Background: an optimization exercise with open tools, aiming at small area. Do not read the settings as production practice.
Where RTL was checked, it was by simulation tests only, not by an equivalence proof against the original.
No driver is modelled on the clock port, so clocking that relies on it looks cheaper here than on a real chip.
Power is estimated from default activity; no workload was simulated.

==> module meanfilter, before the edit <==
module meanfilter #(
    parameter           DATA_WITH    =  24,
    parameter    [7:0]  MEAN_Level   =  7
)
(
    input       wire                        clk,
    input       wire                        rst,
    input       wire                        en,
    input       wire                        iValid,
    input       wire [DATA_WITH-1:0]        iData,
    output      wire [DATA_WITH + MEAN_Level -1:0] oData,
    output      wire                        oReady
);
reg  [4:0]  v;       
reg  [1:0]  prev;    
reg         z;       
reg  [1:0]  cn;      
reg  [27:0] rn;      
reg  [2:0]  tn;      
wire st0 = iValid & ~v[0];
wire st1 = v[0] & ~v[1];
wire st2 = v[1] & ~v[2];
wire st3 = v[2] & ~v[3];
wire st4 = v[3] & ~v[4];
wire p0  = ~(st1 | st2 | st3 | st4);
wire wrap = (prev == 2'b11 && iData[23:22] == 2'b00) ||
            (prev == 2'b00 && iData[23:22] == 2'b11);
wire g0 = z ? st1 : p0;
wire g1 = z ? st2 : st1;
wire g2 = z ? st3 : st2;
wire g3 = z ? st4 : st3;
wire [6:0] xdn = ~(({7{g0}} & iData[6:0]) | ({7{g1}} & iData[13:7]) |
                   ({7{g2}} & iData[20:14]) | ({7{g3}} & {4'b0, iData[23:21]}));
wire ga = z | p0;
wire gb = z | st4;
wire [2:0] alo = st4 ? tn : rn[2:0];
wire [2:0] blo = st3 ? tn : rn[9:7];
wire [6:0] an = {rn[6:3] | {4{ga | st4}}, alo | {3{ga}}};
wire [6:0] bn = ~({rn[13:10], blo} | {{4{gb | st3}}, {3{gb}}});
wire       ci = p0 | (z & st1);      
wire [1:0] cin = ci ? 2'b10 : cn;
wire [6:0] psn = an ^ bn ^ xdn;
wire [6:0] pcn = (an & bn) | (an & xdn) | (bn & xdn);
wire [7:0] rcn;
wire [6:0] dn;
assign dn[0]  = psn[0] ^ cin[0] ^ cin[1];
assign rcn[0] = (psn[0] & cin[0]) | (psn[0] & cin[1]) | (cin[0] & cin[1]);
genvar j;
generate for (j = 1; j < 7; j = j + 1) begin : g_rip
    assign dn[j]  = psn[j] ^ pcn[j-1] ^ rcn[j-1];
    assign rcn[j] = (psn[j] & pcn[j-1]) | (psn[j] & rcn[j-1]) | (pcn[j-1] & rcn[j-1]);
end endgenerate
always @(posedge clk) begin
    if (rst)
        v <= 5'd0;
    else
        v <= {v[3:0], iValid};
    prev <= iData[23:22];
    if (rst)
        z <= 1'b1;
    else if (en & st0 & wrap)
        z <= 1'b1;
    else if (en & st4)
        z <= 1'b0;
    cn <= {pcn[6], rcn[6]};
    if (en & (st0 | st1 | st2 | st3))
        rn <= {dn, rn[27:21] | {7{z & st1}}, rn[20:7]};
    if (en & st4)
        tn <= dn[2:0];
end
assign oData  = en ? (z ? 31'd0 : ~{tn, rn}) : {iData, 7'b0};
assign oReady = v[4];
endmodule
clock: 5.0 ns
lec_check: 0
abc_area: 1
cap_margin: 0
core_margin: 2
core_utilization: 65
slew_margin: 0
standard.sh (not shown) runs the stock make flow with config.mk's settings and CLKGATE_MAP_FILE= SYNTH_SCRIPT=/design/flow/synth_recipe.tcl, a recipe that flattens the netlist after the stock synthesis.
==> flow/flow/run.sh <==
#!/bin/bash
set -euo pipefail
rm -rf scripts_local
cp -r "$FLOW_HOME/scripts" scripts_local
cp flow/abc_area.script scripts_local/abc_area.script
export SCRIPTS_DIR="$PWD/scripts_local"
export BUFFER_PORTS_ARGS="-buffer_cell sky130_fd_sc_hd__buf_1"
export CTS_ARGS="-sink_clustering_enable -repair_clock_nets -dont_use_dummy_load -root_buf sky130_fd_sc_hd__clkbuf_8 -buf_list sky130_fd_sc_hd__clkbuf_4"
RES="$PWD/orfs/results/sky130hd/meanfilter/base"
bash standard.sh "$RES/1_2_yosys.v" > synth.log 2>&1
python3 flow/fa_pins.py "$RES/1_2_yosys.v" > fa_pins.log 2>&1
bash standard.sh > standard.log 2>&1
Other scripts of this flow, unchanged in this note and not shown: flow/flow/abc_area.script, flow/flow/fa_pins.py
Next try:
--- a/flow/design.v
+++ b/flow/design.v
@@ -17,6 +17,6 @@
 reg         z;       
 reg  [1:0]  cn;      
-reg  [27:0] rn;      
-reg  [2:0]  tn;      
+reg  [30:0] rn;      
+reg  [3:0]  tn;      
 wire st0 = iValid & ~v[0];
 wire st1 = v[0] & ~v[1];
@@ -25,4 +25,5 @@
 wire st4 = v[3] & ~v[4];
 wire p0  = ~(st1 | st2 | st3 | st4);
+wire shift = en & (st0 | st1 | st2 | st3 | st4);
 wire wrap = (prev == 2'b11 && iData[23:22] == 2'b00) ||
             (prev == 2'b00 && iData[23:22] == 2'b11);
@@ -35,8 +36,6 @@
 wire ga = z | p0;
 wire gb = z | st4;
-wire [2:0] alo = st4 ? tn : rn[2:0];
-wire [2:0] blo = st3 ? tn : rn[9:7];
-wire [6:0] an = {rn[6:3] | {4{ga | st4}}, alo | {3{ga}}};
-wire [6:0] bn = ~({rn[13:10], blo} | {{4{gb | st3}}, {3{gb}}});
+wire [6:0] an = {rn[6:3] | {4{ga | st4}}, rn[2:0] | {3{ga}}};
+wire [6:0] bn = ~(rn[13:7] | {{4{gb | st3}}, {3{gb}}});
 wire       ci = p0 | (z & st1);      
 wire [1:0] cin = ci ? 2'b10 : cn;
@@ -65,10 +64,9 @@
         z <= 1'b0;
     cn <= {pcn[6], rcn[6]};
-    if (en & (st0 | st1 | st2 | st3))
-        rn <= {dn, rn[27:21] | {7{z & st1}}, rn[20:7]};
-    if (en & st4)
-        tn <= dn[2:0];
+    tn <= dn[6:3];
+    if (shift)
+        rn <= {dn[2:0], {tn, rn[30:28]} | {7{z & st1}}, rn[27:7]};
 end
-assign oData  = en ? (z ? 31'd0 : ~{tn, rn}) : {iData, 7'b0};
+assign oData  = en ? (z ? 31'd0 : ~rn) : {iData, 7'b0};
 assign oReady = v[4];
 endmodule
Register-to-register slack gains 90 ps; first-iteration DRC count went down by a quarter to a third; combinational power fell by a little under a tenth; worst setup slack is better by 91 ps; wire length decreases by about a fifth; flip-flop and latch count is higher by 4; sequential share of layout area came out higher by 4.4 points; die area climbs slightly; final cell count went down by a few percent; final area came out lower by a few percent; total power came out higher by a few percent; via count falls by roughly a tenth; non-clock buffer count shrinks by 8.
The RTL of the first run of this note was laid out without a check of its function.

---

Setup of R:
RTL: one of the versions met above, not the one the previous note started from.
Size in the first run: roughly 45 flip-flops, about 60 I/O pins, roughly 2200 um^2 of cells after synthesis.
==> module meanfilter, before the edit <==
module meanfilter #(
    parameter           DATA_WITH    =  24,
    parameter    [7:0]  MEAN_Level   =  7
)
(
    input       wire                        clk,
    input       wire                        rst,
    input       wire                        en,
    input       wire                        iValid,
    input       wire [DATA_WITH-1:0]        iData,
    output      wire [DATA_WITH + MEAN_Level -1:0] oData,
    output      wire                        oReady
);
reg  [4:0]  v;       
reg  [1:0]  prev;    
reg         z;       
reg  [1:0]  cn;      
reg  [30:0] rn;      
reg  [3:0]  tn;      
wire st0 = iValid & ~v[0];
wire st1 = v[0] & ~v[1];
wire st2 = v[1] & ~v[2];
wire st3 = v[2] & ~v[3];
wire st4 = v[3] & ~v[4];
wire p0  = ~(st1 | st2 | st3 | st4);
wire shift = en & (st0 | st1 | st2 | st3 | st4);
wire wrap = (prev == 2'b11 && iData[23:22] == 2'b00) ||
            (prev == 2'b00 && iData[23:22] == 2'b11);
wire g0 = z ? st1 : p0;
wire g1 = z ? st2 : st1;
wire g2 = z ? st3 : st2;
wire g3 = z ? st4 : st3;
wire [6:0] xdn = ~(({7{g0}} & iData[6:0]) | ({7{g1}} & iData[13:7]) |
                   ({7{g2}} & iData[20:14]) | ({7{g3}} & {4'b0, iData[23:21]}));
wire ga = z | p0;
wire gb = z | st4;
wire [6:0] an = {rn[6:3] | {4{ga | st4}}, rn[2:0] | {3{ga}}};
wire [6:0] bn = ~(rn[13:7] | {{4{gb | st3}}, {3{gb}}});
wire       ci = p0 | (z & st1);      
wire [1:0] cin = ci ? 2'b10 : cn;
wire [6:0] psn = an ^ bn ^ xdn;
wire [6:0] pcn = (an & bn) | (an & xdn) | (bn & xdn);
wire [7:0] rcn;
wire [6:0] dn;
assign dn[0]  = psn[0] ^ cin[0] ^ cin[1];
assign rcn[0] = (psn[0] & cin[0]) | (psn[0] & cin[1]) | (cin[0] & cin[1]);
genvar j;
generate for (j = 1; j < 7; j = j + 1) begin : g_rip
    assign dn[j]  = psn[j] ^ pcn[j-1] ^ rcn[j-1];
    assign rcn[j] = (psn[j] & pcn[j-1]) | (psn[j] & rcn[j-1]) | (pcn[j-1] & rcn[j-1]);
end endgenerate
always @(posedge clk) begin
    if (rst)
        v <= 5'd0;
    else
        v <= {v[3:0], iValid};
    prev <= iData[23:22];
    if (rst)
        z <= 1'b1;
    else if (en & st0 & wrap)
        z <= 1'b1;
    else if (en & st4)
        z <= 1'b0;
    cn <= {pcn[6], rcn[6]};
    tn <= dn[6:3];
    if (shift)
        rn <= {dn[2:0], {tn, rn[30:28]} | {7{z & st1}}, rn[27:7]};
end
assign oData  = en ? (z ? 31'd0 : ~rn) : {iData, 7'b0};
assign oReady = v[4];
endmodule
clock: 5.0 ns
lec_check: 0
abc_area: 1
cap_margin: 0
core_margin: 2
core_utilization: 65
slew_margin: 0
==> flow/flow/run.sh <==
#!/bin/bash
set -euo pipefail
rm -rf scripts_local
cp -r "$FLOW_HOME/scripts" scripts_local
cp flow/abc_area.script scripts_local/abc_area.script
export SCRIPTS_DIR="$PWD/scripts_local"
export BUFFER_PORTS_ARGS="-buffer_cell sky130_fd_sc_hd__buf_1"
export PRE_CTS_TCL="$PWD/flow/manual_cts.tcl"
export CTS_ARGS="-clk_nets clk -dont_use_dummy_load"
export MCTS_N=3 MCTS_CELL=sky130_fd_sc_hd__clkbuf_8 MCTS_ROOT=sky130_fd_sc_hd__clkbuf_1
RES="$PWD/orfs/results/sky130hd/meanfilter/base"
bash standard.sh "$RES/1_2_yosys.v" > synth.log 2>&1
python3 flow/fa_pins.py "$RES/1_2_yosys.v" > fa_pins.log 2>&1
bash standard.sh > standard.log 2>&1
Other scripts of this flow, unchanged in this note and not shown: flow/flow/abc_area.script, flow/flow/fa_pins.py, flow/flow/manual_cts.tcl
Edits applied to the flow inputs when going from R to T:
--- a/flow/design.v
+++ b/flow/design.v
@@ -15,12 +15,13 @@
 reg  [4:0]  v;       
 reg  [1:0]  prev;    
 reg         z;       
 reg  [1:0]  cn;      
 reg  [30:0] rn;      
 reg  [3:0]  tn;      
+reg         l0;      
 wire st0 = iValid & ~v[0];
 wire st1 = v[0] & ~v[1];
 wire st2 = v[1] & ~v[2];
 wire st3 = v[2] & ~v[3];
 wire st4 = v[3] & ~v[4];
 wire p0  = ~(st1 | st2 | st3 | st4);
@@ -62,11 +63,13 @@
         z <= 1'b1;
     else if (en & st4)
         z <= 1'b0;
     cn <= {pcn[6], rcn[6]};
     tn <= dn[6:3];
     if (shift)
-        rn <= {dn[2:0], {tn, rn[30:28]} | {7{z & st1}}, rn[27:7]};
+        rn <= {dn[2:0], tn, rn[30:7]};
+    if (en & st4)
+        l0 <= z;
 end
-assign oData  = en ? (z ? 31'd0 : ~rn) : {iData, 7'b0};
+assign oData  = en ? (z ? 31'd0 : ~rn & {24'hffffff, {7{~l0}}}) : {iData, 7'b0};
 assign oReady = v[4];
 endmodule
Findings:
- Compared T vs R, and minimum clock period is up in T.
- Of R and T, R shows the lower share of power burned in registers, with T above it.
- Signal arrival time at the worst endpoint came out higher on T than on R.
- Looking at well tap count, T sits 2 below R.
- On flip-flop and latch count, the lower figure sits with R, not T.
- In the tables for R and T, core utilization reads higher with T.
- Lower number of cells on the worst reg-to-reg path was reported by R, not T.
- The run showing the greater met2 track utilization from global routing is T.
Function not checked in T: the RTL went through the layout flow alone.

---

Another version of the RTL of meanfilter (not shown whole).
Size in the first run: ~190 cells after synthesis, roughly 46 flip-flops, roughly 60 I/O pins, ~2100 sq um of cells after synthesis.
==> module meanfilter, before the edit <==
module meanfilter #(
    parameter           DATA_WITH    =  24,
    parameter    [7:0]  MEAN_Level   =  7
)
(
    input       wire                        clk,
    input       wire                        rst,
    input       wire                        en,
    input       wire                        iValid,
    input       wire [DATA_WITH-1:0]        iData,
    output      wire [DATA_WITH + MEAN_Level -1:0] oData,
    output      wire                        oReady
);
reg  [4:0]  v;       
reg  [1:0]  prev;    
reg         z;       
reg         l0;      
reg  [1:0]  cn;      
reg  [30:0] rn;      
reg  [3:0]  tn;      
wire st0 = iValid & ~v[0];
wire st1 = v[0] & ~v[1];
wire st2 = v[1] & ~v[2];
wire st3 = v[2] & ~v[3];
wire st4 = v[3] & ~v[4];
wire p0  = ~(st1 | st2 | st3 | st4);
wire shift = en & (st0 | st1 | st2 | st3 | (st4 & ~z));
wire wrap = (prev == 2'b11 && iData[23:22] == 2'b00) ||
            (prev == 2'b00 && iData[23:22] == 2'b11);
wire [6:0] xdn = ~(({7{p0}}  & iData[6:0]) | ({7{st1}} & iData[13:7]) |
                   ({7{st2}} & iData[20:14]) | ({7{st3}} & {4'b0, iData[23:21]}));
wire ga = z | p0;
wire gb = z | st4 | (p0 & wrap);
wire [6:0] an = {rn[6:3] | {4{ga | st4}}, rn[2:0] | {3{ga}}};
wire [6:0] bn = ~(rn[13:7] | {{4{gb | st3}}, {3{gb}}});
wire [1:0] cin = p0 ? 2'b10 : cn;
wire [6:0] psn = an ^ bn ^ xdn;
wire [6:0] pcn = (an & bn) | (an & xdn) | (bn & xdn);
wire [7:0] rcn;
wire [6:0] dn;
assign dn[0]  = psn[0] ^ cin[0] ^ cin[1];
assign rcn[0] = (psn[0] & cin[0]) | (psn[0] & cin[1]) | (cin[0] & cin[1]);
genvar j;
generate for (j = 1; j < 7; j = j + 1) begin : g_rip
    assign dn[j]  = psn[j] ^ pcn[j-1] ^ rcn[j-1];
    assign rcn[j] = (psn[j] & pcn[j-1]) | (psn[j] & rcn[j-1]) | (pcn[j-1] & rcn[j-1]);
end endgenerate
always @(posedge clk) begin
    v[0] <= iValid;
    if (rst)
        v[4:1] <= 4'd0;
    else
        v[4:1] <= v[3:0];
    prev <= iData[23:22];
    if (rst)
        z <= 1'b1;
    else if (en & st0 & wrap)
        z <= 1'b1;
    else if (en & st4)
        z <= 1'b0;
    if (en & st4)
        l0 <= z;
    cn <= {pcn[6], rcn[6]};
    tn <= dn[6:3];
    if (shift)
        rn <= {dn[2:0], tn, rn[30:7]};
end
assign oData  = en ? (z ? 31'd0 : ~rn & {24'hffffff, {7{~l0}}}) : {iData, 7'b0};
assign oReady = v[4];
endmodule
clock: 5.0 ns
lec_check: 0
abc_area: 1
cap_margin: 0
core_margin: 2
core_utilization: 65
slew_margin: 0
==> flow/flow/run.sh <==
#!/bin/bash
set -euo pipefail
rm -rf scripts_local
cp -r "$FLOW_HOME/scripts" scripts_local
cp flow/abc_area.script scripts_local/abc_area.script
export SCRIPTS_DIR="$PWD/scripts_local"
export BUFFER_PORTS_ARGS="-buffer_cell sky130_fd_sc_hd__buf_1"
export PRE_CTS_TCL="$PWD/flow/manual_cts.tcl"
export CTS_ARGS="-clk_nets clk -dont_use_dummy_load"
export MCTS_N=3 MCTS_CELL=sky130_fd_sc_hd__clkbuf_8 MCTS_ROOT=sky130_fd_sc_hd__clkbuf_1
RES="$PWD/orfs/results/sky130hd/meanfilter/base"
bash standard.sh "$RES/1_2_yosys.v" > synth.log 2>&1
python3 flow/fa_pins.py "$RES/1_2_yosys.v" > fa_pins.log 2>&1
# the platform's don't-use cells, plus the larger plain buffers, so that repair
# buffers high-fanout nets with buf_1/buf_2
DONT_USE="sky130_fd_sc_hd__probe_p_8 sky130_fd_sc_hd__probec_p_8 sky130_fd_sc_hd__lpflow_bleeder_1 sky130_fd_sc_hd__lpflow_clkbufkapwr_1 sky130_fd_sc_hd__lpflow_clkbufkapwr_16 sky130_fd_sc_hd__lpflow_clkbufkapwr_2 sky130_fd_sc_hd__lpflow_clkbufkapwr_4 sky130_fd_sc_hd__lpflow_clkbufkapwr_8 sky130_fd_sc_hd__lpflow_clkinvkapwr_1 sky130_fd_sc_hd__lpflow_clkinvkapwr_16 sky130_fd_sc_hd__lpflow_clkinvkapwr_2 sky130_fd_sc_hd__lpflow_clkinvkapwr_4 sky130_fd_sc_hd__lpflow_clkinvkapwr_8 sky130_fd_sc_hd__lpflow_decapkapwr_12 sky130_fd_sc_hd__lpflow_decapkapwr_3 sky130_fd_sc_hd__lpflow_decapkapwr_4 sky130_fd_sc_hd__lpflow_decapkapwr_6 sky130_fd_sc_hd__lpflow_decapkapwr_8 sky130_fd_sc_hd__lpflow_inputiso0n_1 sky130_fd_sc_hd__lpflow_inputiso0p_1 sky130_fd_sc_hd__lpflow_inputiso1n_1 sky130_fd_sc_hd__lpflow_inputiso1p_1 sky130_fd_sc_hd__lpflow_inputisolatch_1 sky130_fd_sc_hd__lpflow_isobufsrc_1 sky130_fd_sc_hd__lpflow_isobufsrc_16 sky130_fd_sc_hd__lpflow_isobufsrc_2 sky130_fd_sc_hd__lpflow_isobufsrc_4 sky130_fd_sc_hd__lpflow_isobufsrc_8 sky130_fd_sc_hd__lpflow_isobufsrckapwr_16 sky130_fd_sc_hd__lpflow_lsbuf_lh_hl_isowell_tap_1 sky130_fd_sc_hd__lpflow_lsbuf_lh_hl_isowell_tap_2 sky130_fd_sc_hd__lpflow_lsbuf_lh_hl_isowell_tap_4 sky130_fd_sc_hd__lpflow_lsbuf_lh_isowell_4 sky130_fd_sc_hd__lpflow_lsbuf_lh_isowell_tap_1 sky130_fd_sc_hd__lpflow_lsbuf_lh_isowell_tap_2 sky130_fd_sc_hd__lpflow_lsbuf_lh_isowell_tap_4 sky130_fd_sc_hd__buf_4 sky130_fd_sc_hd__buf_6 sky130_fd_sc_hd__buf_8 sky130_fd_sc_hd__buf_12 sky130_fd_sc_hd__buf_16 sky130_fd_sc_hd__clkbuf_4 sky130_fd_sc_hd__clkbuf_16 sky130_fd_sc_hd__dlygate4sd1_1 sky130_fd_sc_hd__dlygate4sd2_1 sky130_fd_sc_hd__dlygate4sd3_1 sky130_fd_sc_hd__clkdlybuf4s15_1 sky130_fd_sc_hd__clkdlybuf4s15_2 sky130_fd_sc_hd__clkdlybuf4s18_1 sky130_fd_sc_hd__clkdlybuf4s18_2 sky130_fd_sc_hd__clkdlybuf4s25_1 sky130_fd_sc_hd__clkdlybuf4s25_2 sky130_fd_sc_hd__clkdlybuf4s50_1 sky130_fd_sc_hd__clkdlybuf4s50_2 sky130_fd_sc_hd__dlymetal6s2s_1 sky130_fd_sc_hd__dlymetal6s4s_1 sky130_fd_sc_hd__dlymetal6s6s_1"
bash standard.sh DONT_USE_CELLS="$DONT_USE" finish > standard.log 2>&1
Other scripts of this flow, unchanged in this note and not shown: flow/flow/abc_area.script, flow/flow/fa_pins.py, flow/flow/manual_cts.tcl
The starting point finished with timing, DRC and antenna clean.
Change:
--- a/flow/design.v
+++ b/flow/design.v
@@ -15,7 +15,6 @@
 reg  [4:0]  v;       
 reg  [1:0]  prev;    
 reg         z;       
-reg         l0;      
 reg  [1:0]  cn;      
 reg  [30:0] rn;      
 reg  [3:0]  tn;      
@@ -25,16 +24,21 @@
 wire st3 = v[2] & ~v[3];
 wire st4 = v[3] & ~v[4];
 wire p0  = ~(st1 | st2 | st3 | st4);
-wire shift = en & (st0 | st1 | st2 | st3 | (st4 & ~z));
+wire shift = en & (st0 | st1 | st2 | st3 | st4);
 wire wrap = (prev == 2'b11 && iData[23:22] == 2'b00) ||
             (prev == 2'b00 && iData[23:22] == 2'b11);
-wire [6:0] xdn = ~(({7{p0}}  & iData[6:0]) | ({7{st1}} & iData[13:7]) |
-                   ({7{st2}} & iData[20:14]) | ({7{st3}} & {4'b0, iData[23:21]}));
+wire g0 = z ? st1 : p0;
+wire g1 = z ? st2 : st1;
+wire g2 = z ? st3 : st2;
+wire g3 = z ? st4 : st3;
+wire [6:0] xdn = ~(({7{g0}} & iData[6:0]) | ({7{g1}} & iData[13:7]) |
+                   ({7{g2}} & iData[20:14]) | ({7{g3}} & {4'b0, iData[23:21]}));
 wire ga = z | p0;
-wire gb = z | st4 | (p0 & wrap);
+wire gb = z | st4;
 wire [6:0] an = {rn[6:3] | {4{ga | st4}}, rn[2:0] | {3{ga}}};
 wire [6:0] bn = ~(rn[13:7] | {{4{gb | st3}}, {3{gb}}});
-wire [1:0] cin = p0 ? 2'b10 : cn;
+wire       ci = p0 | (z & st1);      
+wire [1:0] cin = ci ? 2'b10 : cn;
 wire [6:0] psn = an ^ bn ^ xdn;
 wire [6:0] pcn = (an & bn) | (an & xdn) | (bn & xdn);
 wire [7:0] rcn;
@@ -59,13 +63,11 @@
         z <= 1'b1;
     else if (en & st4)
         z <= 1'b0;
-    if (en & st4)
-        l0 <= z;
     cn <= {pcn[6], rcn[6]};
     tn <= dn[6:3];
     if (shift)
-        rn <= {dn[2:0], tn, rn[30:7]};
+        rn <= {dn[2:0], {tn, rn[30:28]} | {7{z & st1}}, rn[27:7]};
 end
-assign oData  = en ? (z ? 31'd0 : ~rn & {24'hffffff, {7{~l0}}}) : {iData, 7'b0};
+assign oData  = en ? (z ? 31'd0 : ~rn) : {iData, 7'b0};
 assign oReady = v[4];
 endmodule
Result:
- final cell count shrinks by a little under a tenth
- area after synthesis rose slightly
- die area grows slightly
- wire length went down by about a fifth
- setup slack improves by 0.10 ns
- final area falls by a little under a tenth
- power went down by a few percent
Only the layout flow was run in the first run of this note; the RTL was not checked for function there.

==> re-timing with driven ports <==
No port has a modelled driver above. Below, the same layouts with a new extraction and two added sets of constraints. Step 1 sets driving cells, clkbuf_16 on the clock port and buf_2 on the other inputs (assumed; they add their load-dependent delay and slew). Step 2, shift: input delay + t, output delay - t, t = (earliest + latest rising clock arrival at the registers) / 2. This alone moves slack from input paths to output paths. Three values: ideal ports, drivers, drivers and shift; two values: the first two.
| run | t, ns | setup slack, ns | cell pins on the clock port's net |
|---|---|---|---|
| the first run of note 1 | 0.305 | 0.171 / 0.171 / 0.052 | 1 |
| the second run of note 1 | 0.315 | 0.262 / 0.262 / 0.121 | 1 |
| R | 0.476 | 0.229 / 0.229 / 0.118 | 1 |
| T | 0.480 | 0.186 / 0.186 / 0.165 | 1 |
| the first run of note 3 | 0.495 | 0.104 / 0.097 / -0.398 | 1 |
| the second run of note 3 | 0.469 | 0.208 / 0.208 / 0.095 | 1 |
Met with ideal ports but missed after step 2: setup timing in the first run of note 3. The setup slack of the first run of note 3, which loses most, moves by -0.007 ns with the drivers and by -0.502 ns with both steps.
